Context: an optimization exercise on an open-source flow, tuned for small area. The choices shown serve that exercise and are no tape-out recipe.
The RTL was checked by simulation tests, not by an equivalence proof against the original design.

## job 2679
Design filter, start of the top module:
module filter #(
    parameter DATA_WIDTH = 16
)
(
    input                               clk,
    input                               rst_n,
    input   signed [DATA_WIDTH-1:0]     FilterIn,
    input                               ValidIn,
    output      signed [32:0]           data_out,
    output                              ValidOut
);
==> flow/config.mk <==
export PLATFORM = sky130hd
export DESIGN_NAME = filter
export DESIGN_NICKNAME = filter
export VERILOG_FILES = /design/flow/design.v
export SDC_FILE = /design/flow/constraint.sdc
export NUM_CORES = 4
export LEC_CHECK = 0
export CAP_MARGIN = 20
export CORE_MARGIN = 2
export CORE_UTILIZATION = 65
export CTS_CLUSTER_DIAMETER = 100
export CTS_CLUSTER_SIZE = 26
export GPL_TIMING_DRIVEN = 0
export SLEW_MARGIN = 20
export SYNTH_HIERARCHICAL = 1
export SYNTH_MINIMUM_KEEP_SIZE = 0
==> flow/constraint.sdc <==
create_clock -name core_clock -period 14.0 [get_ports {clk}]
set_input_delay 2.8000 -clock core_clock [delete_from_list [all_inputs] [get_ports {clk}]]
set_output_delay 2.8000 -clock core_clock [all_outputs]
set_load 0.01 [all_outputs]
standard.sh (not shown) runs the stock make flow with config.mk's settings and CLKGATE_MAP_FILE= SYNTH_SCRIPT=/design/flow/synth_recipe.tcl, a recipe that flattens the netlist after the stock synthesis.
==> flow/flow/run.sh <==
#!/bin/bash
export BUFFER_PORTS_ARGS="-buffer_cell sky130_fd_sc_hd__buf_1"
export PRE_GLOBAL_PLACE_TCL="$PWD/flow/pre_gpl.tcl"
export CTS_ARGS="-sink_clustering_enable -repair_clock_nets -sink_clustering_size 18 -sink_clustering_max_diameter 90 -buf_list sky130_fd_sc_hd__clkbuf_8 -dont_use_dummy_load"
bash standard.sh > standard.log 2>&1
==> flow/flow/pre_gpl.tcl <==
remove_buffers
The flow did not stop early for job 2679: all stages ran, and the layout cleared the timing, design-rule and antenna checks.
The inputs of job 4922 differ from those of job 2679 as listed below.
==> flow/flow/run.sh <==
#!/bin/bash
export BUFFER_PORTS_ARGS="-buffer_cell sky130_fd_sc_hd__buf_1"
export PRE_GLOBAL_PLACE_TCL="$PWD/flow/pre_gpl.tcl"
bash standard.sh > standard.log 2>&1
Notes after the runs:
- Compared to job 2679, job 4922 has worst setup slack 0.10 ns lower.
- Job 2679 has a lower first-pass GRT wire length than job 4922.
## Diff of input files: job 5365 against job 4922
==> flow/run.sh (new file) <==
#!/bin/bash
# synth_recipe.tcl (not shown) runs the flow's synth.tcl, then flattens the netlist and writes it again
# the make line also repeats each setting of config.mk as NAME=value (left out here)
make -C /OpenROAD-flow-scripts/flow DESIGN_CONFIG=/design/flow/config.mk WORK_HOME=/design/flow/orfs CLKGATE_MAP_FILE= SYNTH_SCRIPT=/design/flow/synth_recipe.tcl finish
removed: flow/flow/run.sh
removed: flow/flow/pre_gpl.tcl
removed: flow/standard.sh
Results
Comparing share of the final layout cell area in multi-input gates for job 5365 and job 4922, the bigger number came from job 4922.
Relative to job 4922, instance count after placement with tap cells included increased by 8 in job 5365.
Cmp job 5365 and job 4922 / final worst-path cycle share / higher: job 5365
Job 5365 gives more area of all placed cells without fillers than job 4922 did.
Going from job 4922 to job 5365, time the worst path needs with I/O delays and setup grows by 0.27 ns.
Relative to job 4922, the routed wire length of job 5365 is lower by 410 um.
The routed wire length per instance reported for job 5365 is smaller than that of job 4922 by 1.4%.
Edits applied to the flow inputs when going from job 5365 to job 7584:
==> flow/flow/run.sh (new file) <==
#!/bin/bash
export BUFFER_PORTS_ARGS="-buffer_cell sky130_fd_sc_hd__buf_1"
export PRE_GLOBAL_PLACE_TCL="$PWD/flow/pre_gpl.tcl"
export CTS_ARGS="-sink_clustering_enable -repair_clock_nets -sink_clustering_size 26 -sink_clustering_max_diameter 100 -dont_use_dummy_load"
bash standard.sh > standard.log 2>&1
==> flow/flow/pre_gpl.tcl (new file) <==
remove_buffers
==> flow/standard.sh (new file) <==
#!/bin/bash
# synth_recipe.tcl (not shown) runs the flow's synth.tcl, then flattens the netlist and writes it again
# the make line also repeats each setting of config.mk as NAME=value (left out here)
make -C /OpenROAD-flow-scripts/flow DESIGN_CONFIG=/design/flow/config.mk WORK_HOME=/design/flow/orfs CLKGATE_MAP_FILE= SYNTH_SCRIPT=/design/flow/synth_recipe.tcl "${@:-finish}"
removed: flow/run.sh
Taking job 5365 as the reference, in job 7584 time the final worst path needs with I/O delays and setup went down 0.27 ns; global-route wire length before repair held; worst-case setup margin in the final layout went up 0.27 ns.


Another version of the RTL of filter (not shown whole).
Size: ~1400 cells after synthesis, about 310 flip-flops, about 0.020 mm^2 of cells after synthesis.
Settings: LEC_CHECK=0, ABC_AREA=1, CAP_MARGIN=5, CORE_MARGIN=2, CORE_UTILIZATION=65, GPL_TIMING_DRIVEN=0, SLEW_MARGIN=5, SYNTH_HIERARCHICAL=1, SYNTH_MINIMUM_KEEP_SIZE=0; clock period 14.0 ns.
==> flow/flow/run.sh <==
#!/bin/bash
export BUFFER_PORTS_ARGS="-buffer_cell sky130_fd_sc_hd__buf_1"
export PRE_GLOBAL_PLACE_TCL="$PWD/flow/pre_gpl.tcl"
export CTS_ARGS="-sink_clustering_enable -repair_clock_nets -sink_clustering_size 18 -sink_clustering_max_diameter 90 -buf_list sky130_fd_sc_hd__clkbuf_8 -dont_use_dummy_load"
bash standard.sh > standard.log 2>&1
==> flow/flow/pre_gpl.tcl <==
remove_buffers
Edit:
CORE_UTILIZATION = 55   (was 65)
What happened:
- first-iteration DRC count grows by 5.0%
- global-route usage came out lower by 3.8 points
- final cell count climbs by 3.9%
Edit:
CORE_UTILIZATION = 72   (was 55)
Effect: Cell area came out lower by 0.47%; via count came out higher by 2.3%; routed wire length came out lower by 3.5%.
Edit:
==> flow/flow/run.sh (replaced) <==
#!/bin/bash
export BUFFER_PORTS_ARGS="-buffer_cell sky130_fd_sc_hd__buf_1"
export PRE_GLOBAL_PLACE_TCL="$PWD/flow/pre_gpl.tcl"
export CTS_ARGS="-sink_clustering_enable -repair_clock_nets -sink_clustering_size 28 -sink_clustering_max_diameter 110 -buf_list sky130_fd_sc_hd__clkbuf_16 -dont_use_dummy_load"
bash standard.sh > standard.log 2>&1
CORE_UTILIZATION = 65   (was 72)
Effect:
- non-clock buffer count does not change
- utilization went down by 6.8 points
- final area rose slightly
- sequential share of layout area went down by 0.15 points
- final cell count climbs slightly
- flip-flop and latch count stays the same
- clock skew decreases by 0.042 ns
- synthesized cell count stays the same

==> afterwards: timing with drivers on the ports <==
Ports are ideal in the flow. The routed layouts listed here were re-timed in OpenROAD. Step 1 assumes that a clkbuf_16 drives the clock port and a buf_2 every other input. Step 2 times the ports against the registers' clock, not the clock port: input delays grow and output delays shrink by t, the midpoint of the rising clock arrivals with the driver on. Slacks: no drivers / after step 1 / after step 2; pairs: no drivers / after step 1.
| run | t, ns | setup WS [ns] | clock arrival spread, ns |
|---|---|---|---|
| job 2679 | 0.617 | 0.755 / 0.787 / 0.169 | 0.076 / 0.075 |
| job 4922 | 0.556 | 0.651 / 0.684 / 0.128 | 0.031 / 0.031 |
| job 5365 | 0.563 | 0.378 / 0.412 / -0.151 | 0.022 / 0.022 |
| job 7584 | 0.541 | 0.645 / 0.679 / 0.137 | 0.063 / 0.063 |
| the first run of note 2 | 0.617 | 0.691 / 0.721 / 0.104 | 0.064 / 0.063 |
| the second run of note 2 | 0.625 | 0.682 / 0.715 / 0.089 | 0.067 / 0.067 |
| the third run of note 2 | 0.608 | 0.661 / 0.693 / 0.086 | 0.095 / 0.095 |
| the fourth run of note 2 | 0.546 | 0.561 / 0.595 / 0.049 | 0.053 / 0.053 |
Met with ideal ports but missed after step 2: setup timing in job 5365. The setup slack of the second run of note 2, which loses most, moves by +0.033 ns with the drivers and by -0.593 ns with both steps.
